Source: an optimization exercise on an open RTL-to-GDS flow (aim: small area). Production flows keep margins and buffers that such runs may drop. Function was checked by simulation only, so behaviour that the tests miss may differ from the original. No activity file was given, so power comes from the tool's default toggle rates.

==> flow/design.v <==
module final_eight_adc(
	input clk,
	input rst,
	output TxD,
	output TxD_busy,
	output SCK,
	output SS1,
	output MOSI,
	input MISO,
	output SCK1,
	output SS2,
	output MOSI1,
	input MISO1,
	output SCK2,
	output SS3,
	output MOSI2,
	input MISO2,
	output SCK3,
	output SS4,
	output MOSI3,
	input MISO3,
	output SCK4,
	output SS5,
	output MOSI4,
	input MISO4,
	output SCK5,
	output SS6,
	output MOSI5,
	input MISO5,
	output SCK6,
	output SS7,
	output MOSI6,
	input MISO6,
	output SCK7,
	output SS8,
	output MOSI7,
	input MISO7
);
reg [2:0] m;
reg [4:0] tl;
reg [10:0] th;
wire [8:0] lo_inc = {1'b0, tl, m} + 9'd1;
wire th_zero = (th == 11'd0);
wire tf_end = (th == 11'b11101110111) & (tl == 5'd22);  
wire fall = (m == 3'd7);
wire rise = (m == 3'd3);
always @(posedge clk) begin
	if (rst) begin
		m <= 3'd0;
		tl <= 5'd0;
		th <= 11'd0;
	end else begin
		m <= lo_inc[2:0];
		if (fall & tf_end) begin
			tl <= 5'd0;
			th <= 11'd0;
		end else begin
			tl <= lo_inc[7:3];
			if (lo_inc[8])
				th <= {th[9:0], ~(th[10] ^ th[8])};
		end
	end
end
assign SCK = m[2];
assign SCK1 = m[2];
assign SCK2 = m[2];
assign SCK3 = m[2];
assign SCK4 = m[2];
assign SCK5 = m[2];
assign SCK6 = m[2];
assign SCK7 = m[2];
wire tl_ge26 = tl[4] & tl[3] & (tl[2] | tl[1]);
wire ss = (~th_zero | tl_ge26) & ~(m[2] & tf_end)
	| (th_zero & (tl == 5'd25) & m[2]);
assign SS1 = ss;
assign SS2 = ss;
assign SS3 = ss;
assign SS4 = ss;
assign SS5 = ss;
assign SS6 = ss;
assign SS7 = ss;
assign SS8 = ss;
wire mosi = th_zero & ((tl == 5'd8) | (tl == 5'd9) | (tl == 5'd12));
assign MOSI = mosi;
assign MOSI1 = mosi;
assign MOSI2 = mosi;
assign MOSI3 = mosi;
assign MOSI4 = mosi;
assign MOSI5 = mosi;
assign MOSI6 = mosi;
assign MOSI7 = mosi;
wire samp = rise & th_zero & (tl >= 5'd15) & (tl <= 5'd24);
reg [9:0] mem0, mem1, mem2, mem3, mem4, mem5, mem6, mem7;
always @(posedge clk) begin
	if (samp) begin
		mem0 <= {mem0[8:0], MISO};
		mem1 <= {mem1[8:0], MISO1};
		mem2 <= {mem2[8:0], MISO2};
		mem3 <= {mem3[8:0], MISO3};
		mem4 <= {mem4[8:0], MISO4};
		mem5 <= {mem5[8:0], MISO5};
		mem6 <= {mem6[8:0], MISO6};
		mem7 <= {mem7[8:0], MISO7};
	end
end
reg [18:0] p;
wire p_end = (p == 19'b1100010011100100100);
always @(posedge clk) begin
	if (rst | p_end)
		p <= 19'd0;
	else
		p <= {p[17:0], ~(p[18] ^ p[5])};
end
reg [7:0] bd;
wire tick = (bd == 8'b00100010);
reg [3:0] st;
wire ready = (st == 4'd0);
assign TxD_busy = ~ready;
always @(posedge clk) begin
	if (ready)
		bd <= 8'd0;
	else if (tick)
		bd <= 8'd1;
	else
		bd <= {bd[6:0], ~(bd[7] ^ bd[1] ^ bd[0])};
end
reg [4:0] cnt;
wire [4:0] cnt_now = p_end ? 5'd0 : cnt;
wire start = ~cnt_now[4];
wire [9:0] word = cnt_now[3:1] == 3'd0 ? mem0 :
	cnt_now[3:1] == 3'd1 ? mem1 :
	cnt_now[3:1] == 3'd2 ? mem2 :
	cnt_now[3:1] == 3'd3 ? mem3 :
	cnt_now[3:1] == 3'd4 ? mem4 :
	cnt_now[3:1] == 3'd5 ? mem5 :
	cnt_now[3:1] == 3'd6 ? mem6 : mem7;
wire [7:0] txd_data = cnt_now[0] ? {6'b0, word[9:8]} : word[7:0];
reg [7:0] sh;
always @(posedge clk)
	if (ss & ready & start)
		sh <= txd_data;
always @(posedge clk) begin
	if (rst) begin
		cnt <= 5'd0;
		st <= 4'd0;
	end else begin
		cnt <= cnt_now;
		if (ss) begin
			case (st)
			4'b0000: if (start) st <= 4'b0100;
			4'b0100: if (tick) st <= 4'b1000;
			4'b1000: if (tick) st <= 4'b1001;
			4'b1001: if (tick) st <= 4'b1010;
			4'b1010: if (tick) st <= 4'b1011;
			4'b1011: if (tick) st <= 4'b1100;
			4'b1100: if (tick) st <= 4'b1101;
			4'b1101: if (tick) st <= 4'b1110;
			4'b1110: if (tick) st <= 4'b1111;
			4'b1111: if (tick) st <= 4'b0010;
			4'b0010: if (tick) st <= 4'b0011;
			4'b0011: if (tick) begin
				st <= 4'b0000;
				cnt <= cnt_now + 5'd1;
			end
			default: if (tick) st <= 4'b0000;
			endcase
		end
	end
end
assign TxD = (st < 4'd4) | (st[3] & sh[st[2:0]]);
endmodule
==> flow/run.sh <==
#!/bin/bash
# synth_recipe.tcl (not shown) runs the flow's synth.tcl, then flattens the netlist and writes it again
# the make line also repeats each setting of config.mk as NAME=value (left out here)
make -C /OpenROAD-flow-scripts/flow DESIGN_CONFIG=/design/flow/config.mk WORK_HOME=/design/flow/orfs CLKGATE_MAP_FILE= SYNTH_SCRIPT=/design/flow/synth_recipe.tcl finish
==> flow/config.mk <==
export PLATFORM = sky130hd
export DESIGN_NAME = final_eight_adc
export DESIGN_NICKNAME = final_eight_adc
export VERILOG_FILES = /design/flow/design.v
export SDC_FILE = /design/flow/constraint.sdc
export NUM_CORES = 4
export LEC_CHECK = 0
export CAP_MARGIN = 20
export CORE_MARGIN = 2
export CORE_UTILIZATION = 40
export SLEW_MARGIN = 20
==> flow/constraint.sdc <==
create_clock -name core_clock -period 10.0 [get_ports {clk}]
set_input_delay 2.0000 -clock core_clock [delete_from_list [all_inputs] [get_ports {clk}]]
set_output_delay 2.0000 -clock core_clock [all_outputs]
set_load 0.01 [all_outputs]
==> reports/qor.yml <==
status:
  outcome: "complete, no violations"
routing:
  drc: 0
  wirelength_um: 10970
  vias_per_cell: 5.292
  ant_nets: 0
  drtIter0Drc: 361
  vias: 3609
  routedWlPerCell_um: 16.08
  firstDrtPassIters: 5
synth:
  netlist.area_leader.share_pct: 45.42
  synth_edf_count: 88
  yosys_warnings: 1
  avgSynthCellArea_um2: 12.38
  yosysTopAreaCell: "edfxtp_1"
  synth.most_common_cell: "edfxtp_1"
  synth_area_leaders: "edfxtp_1 (45%), dfxtp_1 (19%), nor2_1 (2.8%)"
  synth-seq-area-share_pct: 64.34
  netlist_instances: 470
  ys_ff_latch: 143
  netlist-cell-type-count: 56
  synthFlopType: "edfxtp_1"
  synth-async-reset-ratio_pct: 0
  synth_nets: 484
  synth.cell_area_um2: 5818
  yosys-top-cells-count: "edfxtp_1 (88), dfxtp_1 (55), nor2_1 (44)"
min_path:
  whs_path_depth: 0
  hp-start: "mem3[4]"
  hold_class: "flip-flop to flip-flop"
power:
  p_leak_nw: 2.182
  finalPower_mw: 1.292
  powerDensity_nw_per_um2: 190.5
  peakVddDrop_v: 0.0001182
cts:
  cts_root_buf: "clkbuf_16"
  ctsHtreeMaxLevel: 4
  cts-resized-gates: 0
  insertion_delay_ns: 0.42
  cts_sinks: 143
  cts_made_buffers: 17
  cts_buffer_depth: 2
  path_clk_slew_ns: 0.05
  cts_tree: "built"
  postCtsHoldBufs: 0
  cts_setup_buffers: 0
setup_path:
  crit_start: "th[5]"
  critical_path_arrival_ns: 2.74
  required_ns: 8.00
  critPathKind: "flip-flop to primary output"
  cp_max_fo: 8
  rr_worst_depth: 7
  end_kind: "primary output"
  r2r_start: "p[9]"
  worst_setup_path_start_kind: "flip-flop"
global_route:
  grt_max_degree: 81
  grtUsageTotal_pct: 14.85
  grt-ovfl-total: 0
  grt_pass1_vias: 3491
  grt_pass1_wl_um: 18150
  antenna_found_initial: 0
cells_and_area:
  area_growth_pct: 16.56
  antennaDiodeCount: 0
  fin_cells: 682
  final_nets: 500
  layout-drive-gt1-share_pct: 8.635
timing:
  maxSlewHeadroom_pct: 30.51
  period_share_pct: 47.44
  finalHoldViolCount: 0
  tightestPinTransition_ns: 1.037
  whs_ns: 0.4420
  setup_tns_ns: 0
  fin_skew_ns: 0.01018
  setup_slack_ns: 5.256
  min_period_ns: 4.744
  rsz0062_at_grt: "no"
  setup_viol: 0
  fmax_ghz: 0.2108
  drv_slew: 0
placed_design:
  io_buffers: 35
  dp_cells: 651
  dpl.hpwl_um: 7296
  place.gp.congestion: 0.8165
  dp_slack_ns: 5.353
die:
  design.portCount: 36
  num_rows: 44
  die-width_um: 124.6
  initial_core_util_pct: 40.49
  fp.dieArea_um2: 15530
  chipHeight_um: 124.6
  design.core.area_um2: 14370
run:
  cap_violations: 0
[layer usage]
| layer | share of wire (%) | GRT usage, % |
|---|---|---|
| met5 | 0 | 0 |
| met3 | 5.8 | 5.069 |
| met1 | 47 | 20.02 |
| met4 | 1.5 | 5.684 |
| met2 | 45 | 22.15 |
[stage by stage]
stage | util, % | instance area (um2)
global placement | 42.98 | 6176
floorplan | - | 5818
CTS | 47.16 | 6777
global route | 47.20 | 6782
detailed placement | 42.98 | 6176
finish | 47.20 | 6782
[critical path, stage by stage, from the launching register on]
cell and delay, ns:
dfxtp_1 0.33, nor4_1 0.41, nand3_1 0.22, a2111oi_2 0.70, clkdlybuf4s50_1 0.67
[flip-flops by register name (all words and copies together) (netlist names)]
name / cells
mem4: 10
mem1: 10
m: 3
th: 11
p: 19
cnt: 5
mem5: 10
mem2: 10
mem7: 10
bd: 8
tl: 5
mem0: 10
mem6: 10
sh: 8
st: 4
mem3: 10
[final cells by class]
type                    count  area [um2]
repair buffers             37       365.4
well taps                 184       230.2
clock buffers              18       429.2
fillers                  1258        7587
multi-input cells         275        1797
inverters                  12       45.04
clock inverters            13       171.4
flip-flops and latches    143        3744
[power breakdown]
group / leakage (nW) / total, mW / internal, mW / switching, mW
Combinational: 0.657 / 0.0209 / 0.0112 / 0.00968
Sequential: 1.24 / 0.626 / 0.622 / 0.00360
Clock: 0.290 / 0.645 / 0.412 / 0.233
Total: 2.18 / 1.29 / 1.05 / 0.246
[kinds of logic (layout without fill, tap and decap cells)]
logic type	after synthesis	in the layout	synth area share, %
and+or+nand+nor	152	152	13.87
xor gates and xnor gates	13	13	1.957
adders and majority gates	4	4	0.8602
AOI/OAI and AO/OA	88	88	10.26
muxes	18	18	3.656
DFF	143	143	64.34
buffers and inverters	52	80	5.054
[worst paths after layout]
path                                end  slack [ns]
worst min-delay path            mem3[5]        0.44
worst max-delay path              MOSI6        5.26
worst min register to register  mem3[5]        0.44
worst max register to register    sh[3]        6.92
[cell usage in the layout (no fill, tap or decap), drive strengths merged, types with 3 or more instances in the layout]
cell	synthesis	layout
a211o	4	4
a211oi	3	3
a21o	3	3
a21oi	21	21
a221oi	8	8
a31oi	3	3
a32oi	4	4
and2	17	17
and3	3	3
bufinv	0	4
clkbuf	12	18
clkdlybuf4s50	0	35
clkinv	0	7
dfxtp	55	55
edfxtp	88	88
ha	4	4
inv	12	12
mux2i	16	16
nand2	25	25
nand2b	5	5
nand3	10	10
nand4	4	4
nor2	44	44
nor2b	8	8
nor3	8	8
nor4	10	10
nor4b	3	3
nor4bb	3	3
o21ai	26	26
o22ai	6	6
or3	3	3
or4	4	4
xnor2	11	11

## re-timing with driven ports
The flow's constraints put no driver on any port. The routed layout listed below was extracted and timed again, unchanged, in two steps. Step 1 (the two cells are an assumption about what drives the block):
set clk [get_ports {clk}]
set_driving_cell -lib_cell sky130_fd_sc_hd__clkbuf_16 $clk
set_driving_cell -lib_cell sky130_fd_sc_hd__buf_2 [delete_from_list [all_inputs] $clk]
Step 2 moves the port delays by t, midway between the first and last clock arrival at a register: inputs arrive t later, outputs are due t later. That takes back most of the time a late clock gives input paths. Slacks: no drivers / after step 1 / after step 2; pairs: no drivers / after step 1.
t (ns): 0.454
setup WS [ns]: 5.256 / 5.215 / 5.669
hold slack, ns: 0.442 / 0.442 / 0.442
After both steps setup and hold are still met in this run. The setup slack of this run moves by -0.041 ns with the drivers and by +0.413 ns with both steps.
